This design comes from an exercise in tuning for small area, a short achievable clock period and few clock cycles on the open sky130 flow, not from production work. At most, simulation tests tie the RTL to the original design; equivalence was not proved. Function not checked in runs 2 and 3: the RTL went through the layout flow alone.

<file path="design.v">
module joinC #(parameter N = 5)(
	input [N - 1 : 0] valid_in,
	output reg  [N - 1 : 0] ready_in,
	output valid_out,
	input ready_out
);
	assign valid_out = &valid_in; 
	reg[N - 1 : 0] singleValid;
	integer i, j;
	always @(*)begin
		for(i = 0; i < N; i = i + 1)begin
			singleValid[i] = 1;
			for(j = 0; j < N; j = j + 1)
				if(i != j)
					singleValid[i] = singleValid[i] & valid_in[j];
		end
		for(i = 0; i < N; i = i + 1)begin
			ready_in[i] = singleValid[i] & ready_out;
		end
	end
endmodule
module OEHB #(parameter INPUTS = 1,
		parameter OUTPUTS = 1,
		parameter DATA_IN_SIZE = 32,
		parameter DATA_OUT_SIZE = 32)
	(
		input clk,
		input rst,
		input [INPUTS * (DATA_IN_SIZE)- 1 : 0]data_in_bus,
		input [INPUTS - 1 : 0]valid_in_bus,
		output [INPUTS - 1 : 0] ready_in_bus,
		output [OUTPUTS * (DATA_OUT_SIZE) - 1 : 0]data_out_bus,
		output reg [OUTPUTS - 1 : 0]valid_out_bus,
		input 	[OUTPUTS - 1 : 0] ready_out_bus
);
	wire reg_en;
	reg [DATA_IN_SIZE - 1 : 0] data_reg;
	always@(posedge clk, posedge rst)
		if(rst)
			valid_out_bus[0] <= 0;
		else
			valid_out_bus[0] <= valid_in_bus[0] | ~ready_in_bus[0];
	always@(posedge clk, posedge rst)
		if(rst)
			data_reg <= 0;
		else if(reg_en)
			data_reg <= data_in_bus[0 * DATA_IN_SIZE +: DATA_IN_SIZE];
	assign data_out_bus[0 * DATA_OUT_SIZE +: DATA_OUT_SIZE] = data_reg;
	assign ready_in_bus[0] = ~valid_out_bus[0] | ready_out_bus[0];
	assign reg_en = ready_in_bus[0] & valid_in_bus[0];
endmodule
module delay_buffer #(parameter SIZE = 32) (
	input clk, rst,
	input valid_in, ready_in,
	output valid_out
);
	reg [SIZE - 1 : 0] shift_reg;
	always @(posedge clk)begin
		if(ready_in | rst)
			shift_reg[0] <= valid_in;
	end
	always @(posedge clk)begin
		if(rst)
			shift_reg[SIZE - 1 : 1] <= 0;
		else if(ready_in)
			shift_reg[SIZE - 1 : 1] <= shift_reg[SIZE - 2 : 0];
	end
	assign valid_out = shift_reg[SIZE - 1];
endmodule
`timescale 1 ns / 1 ps
module dynamatic_units_sdiv_32ns_32ns_32_36_1_div_u
#(parameter
    in0_WIDTH = 32,
    in1_WIDTH = 32,
    out_WIDTH = 32
)
(
    input                       clk,
    input                       reset,
    input                       ce,
    input       [in0_WIDTH-1:0] dividend,
    input       [in1_WIDTH-1:0] divisor,
    input       [1:0]           sign_i,
    output wire [1:0]           sign_o,
    output wire [out_WIDTH-1:0] quot,
    output wire [out_WIDTH-1:0] remd
);
localparam cal_WIDTH = (in0_WIDTH > in1_WIDTH)? in0_WIDTH : in1_WIDTH;
reg  [in0_WIDTH-1:0] dividend_tmp[0:in0_WIDTH];
reg  [in1_WIDTH-1:0] divisor_tmp[0:in0_WIDTH];
reg  [in0_WIDTH-1:0] remd_tmp[0:in0_WIDTH];
wire [in0_WIDTH-1:0] comb_tmp[0:in0_WIDTH-1];
wire [cal_WIDTH:0]   cal_tmp[0:in0_WIDTH-1];
reg  [1:0]           sign_tmp[0:in0_WIDTH];
assign  quot    = dividend_tmp[in0_WIDTH];
assign  remd    = remd_tmp[in0_WIDTH];
assign  sign_o  = sign_tmp[in0_WIDTH];
always @(posedge clk)
begin
    if (ce) begin
        dividend_tmp[0] <= dividend;
        divisor_tmp[0]  <= divisor;
        sign_tmp[0]     <= sign_i;
        remd_tmp[0]     <= 1'b0;
    end
end
genvar i;
generate 
    for (i = 0; i < in0_WIDTH; i = i + 1)
    begin : loop
        if (in0_WIDTH == 1) assign  comb_tmp[i]     = dividend_tmp[i][0];
        else                assign  comb_tmp[i]     = {remd_tmp[i][in0_WIDTH-2:0], dividend_tmp[i][in0_WIDTH-1]};
        assign  cal_tmp[i]      = {1'b0, comb_tmp[i]} - {1'b0, divisor_tmp[i]};
        always @(posedge clk)
        begin
            if (ce) begin
                if (in0_WIDTH == 1) dividend_tmp[i+1] <= ~cal_tmp[i][cal_WIDTH];
                else                dividend_tmp[i+1] <= {dividend_tmp[i][in0_WIDTH-2:0], ~cal_tmp[i][cal_WIDTH]};
                divisor_tmp[i+1]  <= divisor_tmp[i];
                remd_tmp[i+1]     <= cal_tmp[i][cal_WIDTH]? comb_tmp[i] : cal_tmp[i][in0_WIDTH-1:0];
                sign_tmp[i+1]     <= sign_tmp[i];
            end
        end
    end
endgenerate
endmodule
module dynamatic_units_sdiv_32ns_32ns_32_36_1_div
#(parameter
        in0_WIDTH   = 32,
        in1_WIDTH   = 32,
        out_WIDTH   = 32
)
(
        input                           clk,
        input                           reset,
        input                           ce,
        input           [in0_WIDTH-1:0] dividend,
        input           [in1_WIDTH-1:0] divisor,
        output  reg     [out_WIDTH-1:0] quot,
        output  reg     [out_WIDTH-1:0] remd
);
reg     [in0_WIDTH-1:0] dividend0;
reg     [in1_WIDTH-1:0] divisor0;
wire    [in0_WIDTH-1:0] dividend_u;
wire    [in1_WIDTH-1:0] divisor_u;
wire    [out_WIDTH-1:0] quot_u;
wire    [out_WIDTH-1:0] remd_u;
wire    [1:0]   sign_i;
wire    [1:0]   sign_o;
dynamatic_units_sdiv_32ns_32ns_32_36_1_div_u #(
    .in0_WIDTH      ( in0_WIDTH ),
    .in1_WIDTH      ( in1_WIDTH ),
    .out_WIDTH      ( out_WIDTH )
) dynamatic_units_sdiv_32ns_32ns_32_36_1_div_u_0 (
    .clk      ( clk ),
    .reset    ( reset ),
    .ce       ( ce ),
    .dividend ( dividend_u ),
    .divisor  ( divisor_u ),
    .sign_i   ( sign_i ),
    .sign_o   ( sign_o ),
    .quot     ( quot_u ),
    .remd     ( remd_u )
);
assign sign_i     = {dividend0[in0_WIDTH-1] ^ divisor0[in1_WIDTH-1], dividend0[in0_WIDTH-1]};
assign dividend_u = dividend0[in0_WIDTH-1]? ~dividend0[in0_WIDTH-1:0] + 1'b1 :
                                              dividend0[in0_WIDTH-1:0];
assign divisor_u  = divisor0[in1_WIDTH-1]?  ~divisor0[in1_WIDTH-1:0] + 1'b1 :
                                              divisor0[in1_WIDTH-1:0];
always @(posedge clk)
begin
    if (ce) begin
        dividend0 <= dividend;
        divisor0  <= divisor;
    end
end
always @(posedge clk)
begin
    if (ce) begin
        if (sign_o[1])
            quot <= ~quot_u + 1'b1;
        else
            quot <= quot_u;
    end
end
always @(posedge clk)
begin
    if (ce) begin
        if (sign_o[0])
            remd <= ~remd_u + 1'b1;
        else
            remd <= remd_u;
    end
end
endmodule
`timescale 1 ns / 1 ps
module dynamatic_units_sdiv_32ns_32ns_32_36_1(
    clk,
    reset,
    ce,
    din0,
    din1,
    dout);
parameter ID = 32'd1;
parameter NUM_STAGE = 32'd1;
parameter din0_WIDTH = 32'd1;
parameter din1_WIDTH = 32'd1;
parameter dout_WIDTH = 32'd1;
input clk;
input reset;
input ce;
input[din0_WIDTH - 1:0] din0;
input[din1_WIDTH - 1:0] din1;
output[dout_WIDTH - 1:0] dout;
wire[dout_WIDTH - 1:0] sig_remd;
dynamatic_units_sdiv_32ns_32ns_32_36_1_div #(
.in0_WIDTH( din0_WIDTH ),
.in1_WIDTH( din1_WIDTH ),
.out_WIDTH( dout_WIDTH ))
dynamatic_units_sdiv_32ns_32ns_32_36_1_div_U(
    .dividend( din0 ),
    .divisor( din1 ),
    .quot( dout ),
    .remd( sig_remd ),
    .clk( clk ),
    .ce( ce ),
    .reset( reset ));
endmodule
module sdiv_op #(parameter INPUTS = 2,
		parameter OUTPUTS = 1,
		parameter DATA_IN_SIZE = 32,
		parameter DATA_OUT_SIZE = 32)
		(
		input clk,
		input rst,
		input [INPUTS * (DATA_IN_SIZE)- 1 : 0]data_in_bus,
		input [INPUTS - 1 : 0]valid_in_bus,
		output [INPUTS - 1 : 0] ready_in_bus,
		output [OUTPUTS * (DATA_OUT_SIZE) - 1 : 0]data_out_bus,
		output [OUTPUTS - 1 : 0]valid_out_bus,
		input [OUTPUTS - 1 : 0] ready_out_bus
);
	localparam LATENCY = 35;
	wire join_valid;
	wire buff_valid, oehb_valid, oehb_ready;
	wire oehb_dataOut, oehb_datain;
	joinC #(
		.N(INPUTS))
		j0 (
			.valid_in(valid_in_bus),
			.ready_in(ready_in_bus),
			.valid_out(join_valid),
			.ready_out(oehb_ready));
	dynamatic_units_sdiv_32ns_32ns_32_36_1 #(
		.ID( 1 ),
		.NUM_STAGE( LATENCY + 1 ),
		.din0_WIDTH( 32 ),
		.din1_WIDTH( 32 ),
		.dout_WIDTH( 32 ))
		dynamatic_units_sdiv_32ns_32ns_32_36_1_U40 (
			.clk(clk),
			.reset(rst),
			.din0(data_in_bus[0 * DATA_IN_SIZE +: DATA_IN_SIZE]),
			.din1(data_in_bus[1 * DATA_IN_SIZE +: DATA_IN_SIZE]),
			.ce(oehb_ready),
			.dout(data_out_bus[0 * DATA_OUT_SIZE +: DATA_OUT_SIZE])
		);
	delay_buffer #(
		.SIZE(LATENCY - 1))
		d0 (
			.clk(clk),
			.rst(rst),
			.valid_in(join_valid),
			.ready_in(oehb_ready),
			.valid_out(buff_valid));
	OEHB #(
		.INPUTS(1),
		.OUTPUTS(1),
		.DATA_IN_SIZE(1),
		.DATA_OUT_SIZE(1))
		oehb_buffer (
			.clk(clk),
			.rst(rst),
			.data_in_bus(1'b0),
			.valid_in_bus(buff_valid),
			.ready_in_bus(oehb_ready),
			.data_out_bus(oehb_dataOut),
			.valid_out_bus(valid_out_bus[0]),
			.ready_out_bus(ready_out_bus[0])
		); 
endmodule
</file>
<file path="run.sh">
#!/bin/bash
# synth_recipe.tcl (not shown) runs the flow's synth.tcl, then flattens the netlist and writes it again
# the make line also repeats each setting of config.mk as NAME=value (left out here)
make -C /OpenROAD-flow-scripts/flow DESIGN_CONFIG=/design/flow/config.mk WORK_HOME=/design/flow/orfs CLKGATE_MAP_FILE= SYNTH_SCRIPT=/design/flow/synth_recipe.tcl finish
</file>
<file path="config.mk">
export PLATFORM = sky130hd
export DESIGN_NAME = sdiv_op
export DESIGN_NICKNAME = sdiv_op
export VERILOG_FILES = /design/flow/design.v
export SDC_FILE = /design/flow/constraint.sdc
export NUM_CORES = 4
export LEC_CHECK = 0
export CAP_MARGIN = 20
export CORE_MARGIN = 2
export CORE_UTILIZATION = 45
export PLACE_DENSITY = 0.6
export SLEW_MARGIN = 20
</file>
<file path="constraint.sdc">
create_clock -name core_clock -period 5.0 [get_ports {clk}]
set_input_delay 1.0000 -clock core_clock [delete_from_list [all_inputs] [get_ports {clk}]]
set_output_delay 1.0000 -clock core_clock [all_outputs]
set_load 0.01 [all_outputs]
</file>
==> results of run 1 <==
logic make-up after synthesis:
group           after synthesis
compound gates             2947
mux                         433
flops                      3205
simple gates               2374
buf+inv                    1459
other cells                   1
xor+xnor                    851
fa+ha+maj                  1026
metal layers:
layer / share of wire / vias to the layer above / global-route usage
li1: - / 46010 / -
met1: 0.43 / 45330 / 0.2145
met2: 0.50 / 1873 / 0.3082
met3: 0.035 / 616 / 0.02085
met4: 0.038 / 0 / 0.06775
met5: 0 / - / 0
metrics by stage:
step                      utilization  area [um^2]
after floorplan                     -       156300
after global routing           0.5057       174900
after global placement         0.4734       163700
after detailed placement       0.4734       163700
after CTS                      0.5056       174900
final                          0.5057       174900
path summary, 6_finish.rpt:
check                      from                        end  slack (ns)
max                        flop                       flop        0.40
min                         rst  oehb_buffer.valid_out_bus        0.20
max reg2reg                flop                       flop        0.40
min reg2reg                flop                       flop        0.40
max in group asynchronous   rst  oehb_buffer.valid_out_bus        4.68
min in group core_clock    flop                       flop        0.40
layout make-up:
class                   instances  area (um^2)
diodes                          1        2.502
clock buffers                 433         9219
clock inverters               205         1947
fillers                     29240       171000
inverters                    1241         4684
multi-input cells            7646        55070
flip-flops and latches       3205        95910
well taps                    4578         5728
repair buffers                218         2377
cells in the mapped netlist, types with 19 or more instances:
cell type	number	area share
inv_1	1238	0.030
o21a_1	148	0.0071
a211o_1	32	0.0018
buf_2	62	0.0020
o31ai_1	73	0.0035
and4_1	19	0.0011
o41ai_1	21	0.0012
or4_1	23	0.0011
dfxtp_1	33	0.0042
nor2b_1	137	0.0055
nand2_1	759	0.018
a211oi_1	65	0.0031
a21oi_1	1024	0.033
nand2b_1	127	0.0051
a21o_1	422	0.020
nor4_1	33	0.0013
and2_1	37	0.0015
mux2_1	27	0.0019
o21bai_1	86	0.0041
nor2_1	698	0.017
xnor2_1	519	0.029
fa_1	30	0.0038
or3_1	33	0.0013
a311oi_1	19	0.0011
o31a_1	27	0.0015
edfxtp_1	3171	0.61
nand4_1	71	0.0028
o21ai_0	621	0.020
xor2_1	332	0.019
ha_1	996	0.080
nor3_1	111	0.0036
clkbuf_1	129	0.0031
and3_1	88	0.0035
o21ai_1	29	0.00093
or2_2	44	0.0018
mux2i_1	35	0.0022
o2111ai_1	21	0.0012
nand3_1	151	0.0048
o211ai_1	23	0.0011
a31oi_1	96	0.0038
a21boi_0	35	0.0017
mux2_2	371	0.027
worst max-delay path, cell delays in order (launching register included):
cell and delay, ns:
edfxtp_1 0.39, ha_1 0.24, fa_1 0.41, nand2b_1 0.19, a21o_1 0.20, a21oi_1 0.49, nor3b_1 0.18, o21ba_2 0.29
o31ai_1 0.21, buf_4 0.17, a21o_1 0.27, a211oi_2 0.30, nor2_4 0.37, buf_12 0.23, mux2_2 0.37
==> results.sh, run 1 <==
export IMPL_cts_made_buffers=353
export IMPL_grt_setup_unrepaired="no"
export IMPL_hold_viol_final=0
export IMPL_cts_tree="built"
export IMPL_status="timing/DRC/antenna clean"
export IMPL_ctsHtreeMaxLevel=5
export IMPL_grt_max_degree=195
export IMPL_synth_seq_cells=3205
export IMPL_end_kind="flop"
export IMPL_synth_top_family_by_area="compound AO/OA/AOI/OAI gates"
export IMPL_synth_xor_area_frac=0.04770
export IMPL_vias_per_cell=5.353
export IMPL_cts_hold_buffers=0
export IMPL_final_cell_mix="3171 x edfxtp_1, 1238 x inv_1, 1023 x a21oi_1, 996 x ha_1, 759 x nand2_1"
export IMPL_place_inst=16890
export IMPL_area_growth_pct=11.95
export IMPL_initial_utilization=0.4517
export IMPL_finalNonFillerCells=17530
export IMPL_cp_arrival_ns=5.28
export IMPL_final_common_cell="edfxtp_1"
export IMPL_synthCells=12300
export IMPL_routabilityCongestion=0.9094
export IMPL_synth_cell_area_um2=156300
export IMPL_hold_path_class="in -> async"
export IMPL_fin_ws_ns=0.3967
export IMPL_yosys_cell_types_count=95
export IMPL_relSlewSlack=0.2332
export IMPL_grt_pass1_vias=94790
export IMPL_die_h_um=593.3
export IMPL_crit_type="reg -> reg"
export IMPL_min_period_ns=4.603
export IMPL_cts_sinks=3205
export IMPL_drc=0
export IMPL_synth_edf_count=3171
export IMPL_slew_violations=0
export IMPL_num_vias=93830
export IMPL_ys_seq_area_frac=0.6138
export IMPL_path_clk_slew_ns=0.06
export IMPL_r2r_cells=14
export IMPL_setup_tns_ns=0
export IMPL_period_share=0.9207
export IMPL_synth_flop_cell="edfxtp_1"
export IMPL_post_cts_buffers=0
export IMPL_worstPathRequired_ns=5.68
export IMPL_insertion_delay_ns=0.93
export IMPL_worst_pin_slew_ns=1.150
export IMPL_dieArea_um2=352000
export IMPL_yosys_area_share_simple=0.07054
export IMPL_cap_violations=0
export IMPL_dp_slack_ns=0.3773
export IMPL_cts_max_path_buffers=4
export IMPL_setup_viol=0
export IMPL_drt_total_wl_mm=310.2
export IMPL_io_buffer_count=103
export IMPL_overflow=0
export IMPL_drive_gt1_frac=0.08573
export IMPL_hpwl_mm=223.2
export IMPL_wl_per_cell_um=17.70
export IMPL_yosysWarnings=9
export IMPL_grt_usage=0.1733
export IMPL_synth_adder_area_share=0.08359
export IMPL_row_count=216
export IMPL_cts_resized=0
export IMPL_whs_ns=0.2025
export IMPL_grt_pass1_wl_mm=496.5
export IMPL_critPathLaunchType="flop"
export IMPL_die_w_um=593.3
export IMPL_max_freq_ghz=0.2172
export IMPL_coreArea_um2=345900
export IMPL_antenna_found_initial=1
export IMPL_avgSynthCellArea_um2=12.71
export IMPL_cts_root_buffer="clkbuf_16"
export IMPL_crit_fanout=30
export IMPL_layout_nets=13760
export IMPL_drt_iter0_drc=6492
export IMPL_synth_compound_area_frac=0.1176
export IMPL_ant_nets=0
export IMPL_dr_pass1_iters=6
export IMPL_finalClockSkew_ns=0.03262
export IMPL_async_flop_share=0.0003120
export IMPL_synth_area_mux_share=0.03092
export IMPL_ios=104
Testbench counts, summed over its fixed seeds: cycles 4,640.
==> run 2: changes to the inputs <==
==> design.v (replaced) <==
module sdiv_op #(parameter INPUTS = 2,
		parameter OUTPUTS = 1,
		parameter DATA_IN_SIZE = 32,
		parameter DATA_OUT_SIZE = 32)
		(
		input clk,
		input rst,
		input [INPUTS * (DATA_IN_SIZE)- 1 : 0]data_in_bus,
		input [INPUTS - 1 : 0]valid_in_bus,
		output [INPUTS - 1 : 0] ready_in_bus,
		output [OUTPUTS * (DATA_OUT_SIZE) - 1 : 0]data_out_bus,
		output [OUTPUTS - 1 : 0]valid_out_bus,
		input [OUTPUTS - 1 : 0] ready_out_bus
);
	localparam S_ACC = 2'd0, S_PRE = 2'd1, S_SHF = 2'd2, S_DIV = 2'd3;
	reg [1:0]  state;
	reg        neg;       
	reg [1:0]  got;       
	reg        ov;        
	reg [31:0] r;         
	reg [31:0] d;         
	reg [31:0] q;         
	reg [4:0]  cnt;
	reg        sa, sb;    
	function [4:0] msb;
		input [31:0] x;
		reg [15:0] v1; reg [15:0] p1;
		reg [7:0]  v2; reg [15:0] p2;
		reg [3:0]  v3; reg [11:0] p3;
		reg [1:0]  v4; reg [7:0]  p4;
		integer i;
		begin
			for (i = 0; i < 16; i = i + 1) begin
				v1[i] = x[2*i+1] | x[2*i];
				p1[i] = x[2*i+1];
			end
			for (i = 0; i < 8; i = i + 1) begin
				v2[i] = v1[2*i+1] | v1[2*i];
				p2[2*i +: 2] = v1[2*i+1] ? {1'b1, p1[2*i+1]} : {1'b0, p1[2*i]};
			end
			for (i = 0; i < 4; i = i + 1) begin
				v3[i] = v2[2*i+1] | v2[2*i];
				p3[3*i +: 3] = v2[2*i+1] ? {1'b1, p2[2*(2*i+1) +: 2]} : {1'b0, p2[2*(2*i) +: 2]};
			end
			for (i = 0; i < 2; i = i + 1) begin
				v4[i] = v3[2*i+1] | v3[2*i];
				p4[4*i +: 4] = v3[2*i+1] ? {1'b1, p3[3*(2*i+1) +: 3]} : {1'b0, p3[3*(2*i) +: 3]};
			end
			msb = v4[1] ? {1'b1, p4[7:4]} : {1'b0, p4[3:0]};
		end
	endfunction
	wire acc = (state == S_ACC);
	assign ready_in_bus = {2{acc}} & ~got;
	wire [1:0] fire = valid_in_bus & ready_in_bus;
	wire [1:0] got_n = got | fire;
	wire qfree = ~ov | ready_out_bus[0];
	wire [31:0] ain = data_in_bus[31:0];
	wire [31:0] bin = data_in_bus[63:32];
	reg [31:0] kg, kp, kgn, kpn;
	reg [32:0] cy;
	integer i, s;
	always @* begin
		kg = r & ~d;
		kp = r | ~d;
		for (s = 1; s < 32; s = s * 2) begin
			kgn = kg; kpn = kp;
			for (i = s; i < 32; i = i + 1) begin
				kgn[i] = kg[i] | (kp[i] & kg[i-s]);
				kpn[i] = kp[i] & kp[i-s];
			end
			kg = kgn; kp = kpn;
		end
		cy[0] = 1'b1;
		for (i = 0; i < 32; i = i + 1) cy[i+1] = kg[i] | kp[i];
	end
	wire [31:0] hx = (r | ~d) & ~(r & ~d);
	wire [31:0] diff = hx ^ cy[31:0];
	wire qb = cy[32];
	assign valid_out_bus = ov;
	assign data_out_bus = q;
	always @(posedge clk, posedge rst)
		if (rst) begin
			state <= S_ACC;
			neg <= 1'b0;
			got <= 2'b00;
			ov <= 1'b0;
		end else begin
			if (ov & ready_out_bus[0]) ov <= 1'b0;
			case (state)
				S_ACC: begin
					neg <= 1'b0;
					if (neg) ov <= 1'b1;
					if (&got_n) begin
						got <= 2'b00;
						state <= S_PRE;
					end else
						got <= got_n;
				end
				S_PRE: if (qfree) begin
					if (~qb) begin
						ov <= 1'b1;
						state <= S_ACC;
					end else
						state <= S_SHF;
				end
				S_SHF: state <= S_DIV;
				default: if (cnt == 5'd0) begin
					neg <= 1'b1;
					state <= S_ACC;
				end
			endcase
		end
	always @(posedge clk) begin
		case (state)
			S_ACC: begin
				if (ready_in_bus[0]) r <= ain[31] ? -ain : ain;
				if (ready_in_bus[1]) d <= bin[31] ? -bin : bin;
				if (ready_in_bus[0]) sa <= ain[31];
				if (ready_in_bus[1]) sb <= bin[31];
				if (neg & (sa ^ sb)) q <= -q;
			end
			S_PRE: if (qfree) begin
				cnt <= msb(r) - msb(d);
				q <= 32'd0;
			end
			S_SHF: d <= d << cnt;
			default: begin
				if (qb) r <= diff;
				q <= {q[30:0], qb};
				d <= d >> 1;
				cnt <= cnt - 5'd1;
			end
		endcase
	end
endmodule
--- a/config.mk
+++ b/config.mk
@@ -10,3 +10,4 @@
 export CORE_UTILIZATION = 45
 export PLACE_DENSITY = 0.6
+export SETUP_SLACK_MARGIN = 2.5
 export SLEW_MARGIN = 20
==> run 2 against run 1 <==
Effect of this change:
- worst setup slack improved by 1.4 ns
- final cell count decreased by 89%
- non-clock buffer count increased by 43
- via count decreased by 88%
- routed wire length decreased by 88%
- highest routed layer unchanged
==> results.sh, run 2 <==
export IMPL_ys_top_cells_by_count="122 x inv_1, 118 x o21ai_0, 109 x nand2_1"
export IMPL_worstPathRequired_ns=5.11
export IMPL_ant_nets=0
export IMPL_cap_violations=0
export IMPL_drt_iter0_drc=794
export IMPL_cts_tree="built"
export IMPL_end_kind="flop"
export IMPL_slew_violations=0
export IMPL_critPathLaunchType="input port"
export IMPL_cts_sinks=109
export IMPL_period_share=0.6465
export IMPL_fin_ws_ns=1.767
export IMPL_ios=104
export IMPL_die_w_um=161.2
export IMPL_synth_flop_cell="edfxtp_1"
export IMPL_cts_max_path_buffers=2
export IMPL_io_buffer_count=103
export IMPL_synth_seq_cells=109
export IMPL_status="timing/DRC/antenna clean"
export IMPL_layout_top_registers="d: 32 flops, q: 32 flops, r: 32 flops"
export IMPL_final_cell_mix="128 x buf_4, 119 x inv_1, 104 x nand2_1, 103 x edfxtp_1, 96 x nor2_1"
export IMPL_grt_pass1_wl_mm=58.37
export IMPL_synthCells=1321
export IMPL_yosys_cell_types_count=71
export IMPL_crit_buf_inv=2
export IMPL_antenna_found_initial=0
export IMPL_drt_total_wl_mm=37.67
export IMPL_cts_root_buffer="clkbuf_16"
export IMPL_insertion_delay_ns=0.38
export IMPL_vias_per_cell=5.963
export IMPL_avgSynthCellArea_um2=8.415
export IMPL_setup_viol=0
export IMPL_num_vias=11090
export IMPL_grt_usage=0.2833
export IMPL_die_h_um=161.2
export IMPL_hold_viol_final=0
export IMPL_synth_edf_count=103
export IMPL_ctsHtreeMaxLevel=3
export IMPL_final_common_cell="buf_4"
export IMPL_relSlewSlack=0.3575
export IMPL_ys_seq_area_frac=0.2918
export IMPL_cts_made_buffers=9
export IMPL_routabilityCongestion=0.9109
export IMPL_hold_path_class="reg -> reg"
export IMPL_grt_setup_unrepaired="yes"
export IMPL_min_period_ns=3.233
export IMPL_whs_ns=0.5750
export IMPL_crit_slowest_cell="or4_4"
export IMPL_finalClockSkew_ns=0.01866
export IMPL_synthMostInstantiatedCell="inv_1"
export IMPL_crit_type="in -> reg"
export IMPL_placed_area_um2=12750
export IMPL_worst_pin_slew_ns=0.9637
export IMPL_dp_slack_ns=0.8923
export IMPL_crit_family="simple AND/OR/NAND/NOR gates"
export IMPL_hpwl_mm=25.68
export IMPL_synth_top_area_cell="edfxtp_1"
export IMPL_dieArea_um2=25970
export IMPL_drive_gt1_frac=0.2520
export IMPL_drc=0
export IMPL_design_area_um2=15090
export IMPL_synth_cell_area_um2=11120
export IMPL_yosysWarnings=1
export IMPL_initial_utilization=0.4571
export IMPL_async_flop_share=0.05505
export IMPL_path_clk_slew_ns=0.09
export IMPL_wl_per_cell_um=20.25
export IMPL_overflow=0
export IMPL_layout_nets=1678
export IMPL_area_growth_pct=35.75
export IMPL_grt_max_degree=85
export IMPL_row_count=57
export IMPL_grt_pass1_vias=10730
export IMPL_coreArea_um2=24320
export IMPL_num_antenna_cells=0
export IMPL_nFillCells=2133
export IMPL_ys_top_cells_by_area="edfxtp_1 28%, ha_1 8.7%, o21ai_0 5.3%"
export IMPL_cp_arrival_ns=3.35
export IMPL_dr_pass1_iters=5
export IMPL_cp_slowest_stage_delay_ns=0.53
export IMPL_setup_tns_ns=0
export IMPL_max_freq_ghz=0.3094
export IMPL_crit_path_cell_trace="buf_6 -> or4_4 -> or3_4 -> or4b_4 -> or2_4 -> buf_12 -> o31ai_4 -> xor2_1 -> o21ai_1"
export IMPL_crit_fanout=5
export IMPL_synth_top_area_share=0.2783
## run 2: changes by cell type after synthesis, moves of 458 or more
| cell | delta |
|---|---|
| ha_1 | -919 |
| o21ai_0 | -503 |
| nand2_1 | -650 |
| nor2_1 | -594 |
| inv_1 | -1116 |
| xnor2_1 | -458 |
| a21oi_1 | -926 |
| edfxtp_1 | -3068 |
## run 2: stage by stage
stage | utilization | cells
final | 0.6205 | 1860
after global routing | 0.6205 | 1860
after CTS | 0.5920 | 1813
after detailed placement | 0.5244 | 1694
after global placement | 0.5244 | 1694
after floorplan | - | 1321
## run 2: cell families (layout without fill, tap and decap cells)
logic type,after synthesis,in the layout,share of synthesized area
mux,68,68,0.08116
flops,109,109,0.2918
buf+inv,188,400,0.06484
simple gates,370,370,0.1625
xor+xnor,108,108,0.08510
fa+ha+maj,78,78,0.08847
compound gates,400,403,0.2261
## run 2: final timing paths
check,from,end,slack [ns],depth (start not counted)
worst max-delay path,data_in_bus[45],d[20],1.77,9
worst min-delay path,neg,ov,0.58,2
min in group asynchronous,rst,got[0],0.83,2
worst max register to register,d[25],cnt[4],1.84,15
max in group asynchronous,rst,ov,3.97,2
worst min register to register,neg,ov,0.58,2
## run 2: repair_timing
action                     CTS  global route
hold buffers                 0             0
pin swaps                   78            59
setup buffers               99            46
gates cloned                 4             0
setup endpoints to repair  151           151
resized for setup          219            86
## run 2: area by class of cell
class | count | area [um^2] | share of cell area
Clock inverter | 7 | 77.57 | 0.005141
Timing Repair inverter | 1 | 7.507 | 0.0004975
Multi-Input combinational cell | 1027 | 8322 | 0.5515
Tap cell | 324 | 405.4 | 0.02687
Timing Repair Buffer | 261 | 2342 | 0.1552
Sequential cell | 109 | 3243 | 0.2149
Inverter | 122 | 466.7 | 0.03093
Clock buffer | 9 | 225.2 | 0.01493
## run 2: per-layer routing
layer	up-vias	GRT usage	wire length, um
met1	5417	0.3609	15750
met2	329	0.4897	18800
li1	5281	-	-
met5	-	0	0
met3	65	0.03980	1904
met4	0	0.1055	1213
## run 2: worst register-to-register path: cells and delay by family, from the launching register on
kind,cells,cell delay (ns)
and+or+nand+nor,3,0.59
adders and majority gates,2,0.34
buffers and inverters,3,0.42
AOI/OAI and AO/OA,5,0.73
DFF,1,0.48
xor gates and xnor gates,2,0.34
==> run 3: changes to the inputs <==
--- a/config.mk
+++ b/config.mk
@@ -10,4 +10,4 @@
 export CORE_UTILIZATION = 45
 export PLACE_DENSITY = 0.6
-export SETUP_SLACK_MARGIN = 2.5
+export SETUP_SLACK_MARGIN = 3.0
 export SLEW_MARGIN = 20
==> run 3 against run 2 <==
Effect of this change:
- flip-flop and latch count unchanged
- global-route usage rose by 2.7 points
- critical path type is now reg -> reg
- still clean
- count of clock-buffer cells in the layout did not move
- highest routed layer unchanged
- core utilization increased by 8.8 points
==> results.sh, run 3 <==
export IMPL_critPathLaunchType="flop"
export IMPL_io_buffer_count=103
export IMPL_ys_top_cells_by_count="122 x inv_1, 118 x o21ai_0, 109 x nand2_1"
export IMPL_die_w_um=161.2
export IMPL_async_flop_share=0.05505
export IMPL_drt_total_wl_mm=43.85
export IMPL_drive_gt1_frac=0.3968
export IMPL_row_count=57
export IMPL_synthCells=1321
export IMPL_die_h_um=161.2
export IMPL_cp_slowest_stage_delay_ns=0.49
export IMPL_cp_arrival_ns=3.48
export IMPL_cts_root_buffer="clkbuf_16"
export IMPL_period_share=0.6708
export IMPL_placed_area_um2=12990
export IMPL_dr_pass1_iters=6
export IMPL_ctsHtreeMaxLevel=3
export IMPL_drt_iter0_drc=1327
export IMPL_slew_violations=0
export IMPL_vias_per_cell=6.180
export IMPL_coreArea_um2=24320
export IMPL_design_area_um2=17240
export IMPL_seqCellArea_um2=3243
export IMPL_synth_top_area_cell="edfxtp_1"
export IMPL_crit_path_cell_trace="inv_2 -> nand4_1 -> nor2b_4 -> nand4_1 -> inv_1 -> o211ai_1 -> o22a_1 -> ha_4 -> fa_2 -> inv_2 -> a21o_1 -> a21oi_2 -> xor2_1 -> xnor2_1 -> a21oi_1"
export IMPL_dieArea_um2=25970
export IMPL_cap_violations=0
export IMPL_hold_viol_final=0
export IMPL_crit_type="reg -> reg"
export IMPL_synth_xor_area_frac=0.08510
export IMPL_r2r_cells=15
export IMPL_antenna_found_initial=1
export IMPL_grt_pass1_wl_mm=63.51
export IMPL_nFillCells=1840
export IMPL_insertion_delay_ns=0.38
export IMPL_hold_path_class="reg -> reg"
export IMPL_worstPathRequired_ns=5.12
export IMPL_end_kind="flop"
export IMPL_final_common_cell="buf_4"
export IMPL_hold_path_depth=2
export IMPL_min_period_ns=3.354
export IMPL_synth_seq_cells=109
export IMPL_relSlewSlack=0.4760
export IMPL_ys_top_cells_by_area="edfxtp_1 28%, ha_1 8.7%, o21ai_0 5.3%"
export IMPL_final_cell_mix="185 x buf_4, 118 x buf_6, 103 x edfxtp_1, 101 x inv_1, 98 x nand2_1"
export IMPL_yosys_cell_types_count=71
export IMPL_layout_nets=1808
export IMPL_synth_area_mux_share=0.08116
export IMPL_synth_cell_area_um2=11120
export IMPL_layout_top_registers="d: 32 flops, q: 32 flops, r: 32 flops"
export IMPL_path_clk_slew_ns=0.09
export IMPL_num_vias=12300
export IMPL_ios=104
export IMPL_min_to="ov"
export IMPL_yosysWarnings=1
export IMPL_ys_seq_area_frac=0.2918
export IMPL_routabilityCongestion=0.8957
export IMPL_crit_fanout=4
export IMPL_status="timing/DRC/antenna clean"
export IMPL_setup_viol=0
export IMPL_cts_hold_buffers=0
export IMPL_finalClockSkew_ns=0.01673
export IMPL_cts_max_path_buffers=2
export IMPL_r2r_start="d[25]"
export IMPL_crit_slowest_cell="edfxtp_1"
export IMPL_avgSynthCellArea_um2=8.415
export IMPL_cts_tree="built"
export IMPL_cts_sinks=109
export IMPL_grt_usage=0.3098
export IMPL_worst_pin_slew_ns=0.7861
export IMPL_setup_tns_ns=0
export IMPL_cts_made_buffers=9
export IMPL_area_growth_pct=55.07
export IMPL_grt_pass1_vias=11310
export IMPL_grt_max_degree=66
export IMPL_grt_setup_unrepaired="yes"
export IMPL_crit_buf_inv=3
export IMPL_synth_adder_area_share=0.08847
export IMPL_synthMostInstantiatedCell="inv_1"
export IMPL_synth_top_area_share=0.2783
export IMPL_min_from="neg"
export IMPL_max_freq_ghz=0.2982
export IMPL_crit_family="compound AO/OA/AOI/OAI gates"
export IMPL_hpwl_mm=25.58
export IMPL_synth_compound_area_frac=0.2261
export IMPL_num_antenna_cells=0
export IMPL_fin_util=0.7088
export IMPL_drc=0
export IMPL_multi_input_area_um2=8982
export IMPL_overflow=0
export IMPL_wl_per_cell_um=22.04
export IMPL_synth_edf_count=103
export IMPL_synth_top_family_by_area="compound AO/OA/AOI/OAI gates"
export IMPL_initial_utilization=0.4571
export IMPL_ant_nets=0
export IMPL_yosys_area_share_simple=0.1625
export IMPL_regToRegEndpoint="cnt[4]"
export IMPL_synth_flop_cell="edfxtp_1"
export IMPL_reg2reg_slack_ns=1.65
-- run 3: changes by cell type in the layout (fill, tap and decap cells not counted), sizes merged, moves of 3 or more --
cell / change
buf: +179
clkbuf: +5
clkdlybuf4s50: -35
dlygate4sd2: -18
dlymetal6s2s: -3
-- run 3: area by class of cell --
cell class / count / share of cell area
Timing Repair inverter: 1 / 0.0004355
Clock buffer: 9 / 0.01307
Sequential cell: 109 / 0.1882
Tap cell: 324 / 0.02352
Clock inverter: 7 / 0.003702
Timing Repair Buffer: 392 / 0.2221
Multi-Input combinational cell: 1026 / 0.5211
Inverter: 122 / 0.02787
-- run 3: through the flow --
step,setup slack (ns),cells,hold slack [ns]
after floorplan,1.433,1321,0.4888
after global placement,0.8860,1694,0.5360
after detailed placement,0.8168,1694,0.5260
after CTS,1.689,1909,0.5471
after global routing,1.555,1990,0.5961
final,1.646,1990,0.5532
-- run 3: timing repair --
item	in CTS	in global routing
setup endpoints to repair	236	207
gates cloned	7	5
resized for setup	566	176
buffers inserted	192	75
pin swaps	120	90
-- run 3: how the worst max path moves through the flow --
stage          cells past startpoint      to  slack (ns)       startpoint
2_1_floorplan                      9   d[25]        1.43  data_in_bus[44]
3_3_place_gp                       8   d[22]        0.89  data_in_bus[42]
3_5_place_dp                       8   d[22]        0.82  data_in_bus[42]
4_1_cts                            9   d[30]        1.69  data_in_bus[50]
5_1_grt                           14  cnt[4]        1.55            d[31]
6_report                          15  cnt[4]        1.65            d[25]
-- run 3: kinds of logic after synthesis --
logic type / after synthesis
AO/OA/AOI/OAI: 400
AND/OR/NAND/NOR: 370
buffers and inverters: 188
flip-flops: 109
XOR/XNOR: 108
adder cells (fa/ha/maj): 78
multiplexers: 68
-- run 3: worst reg2reg max path, cell delays in order, from the launching register on --
cell      delay [ns]
edfxtp_1        0.49
inv_2           0.16
nand4_1         0.23
nor2b_4         0.17
nand4_1         0.19
inv_1           0.14
o211ai_1        0.09
o22a_1          0.26
ha_4            0.19
fa_2            0.41
inv_2           0.06
a21o_1          0.13
a21oi_2         0.06
xor2_1          0.24
xnor2_1         0.20
a21oi_1         0.10
-- run 3: per-layer routing --
layer,up-vias,wire length (um),global-route usage
met5,-,0,0
met4,0,1368,0.09172
met3,105,4322,0.04674
met2,682,19930,0.4885
met1,5954,18230,0.4417
li1,5558,-,-

separate check: timing with driven ports:
The flow's constraints put no driver on any port. The routed layouts listed below were extracted and timed again, unchanged, in two steps.
Step 1 sets driving cells, clkbuf_16 on the clock port and buf_2 on the other inputs (assumed; they add their load-dependent delay and slew).
Step 2 times the ports against the registers' clock, not the clock port: input delays grow and output delays shrink by t, the midpoint of the rising clock arrivals with the driver on.
Slacks: ideal / step 1 / step 2; pairs: ideal / step 1.
run | shift t [ns] | slack for setup (ns) | hold slack, ns | worst setup path at the end | cell pins on the clock port's net
run 1 | 1.012 | 0.397 / 0.397 / 0.397 | 0.202 / 0.122 / 0.401 | register to register | 1
run 2 | 0.415 | 1.767 / 1.784 / 1.369 | 0.575 / 0.575 / 0.575 | input to register | 1
run 3 | 0.419 | 1.646 / 1.646 / 1.310 | 0.553 / 0.553 / 0.553 | input to register | 1
After both steps setup and hold are still met in every run listed. The setup slack of run 2, which loses most, moves by +0.017 ns with the drivers and by -0.398 ns with both steps.
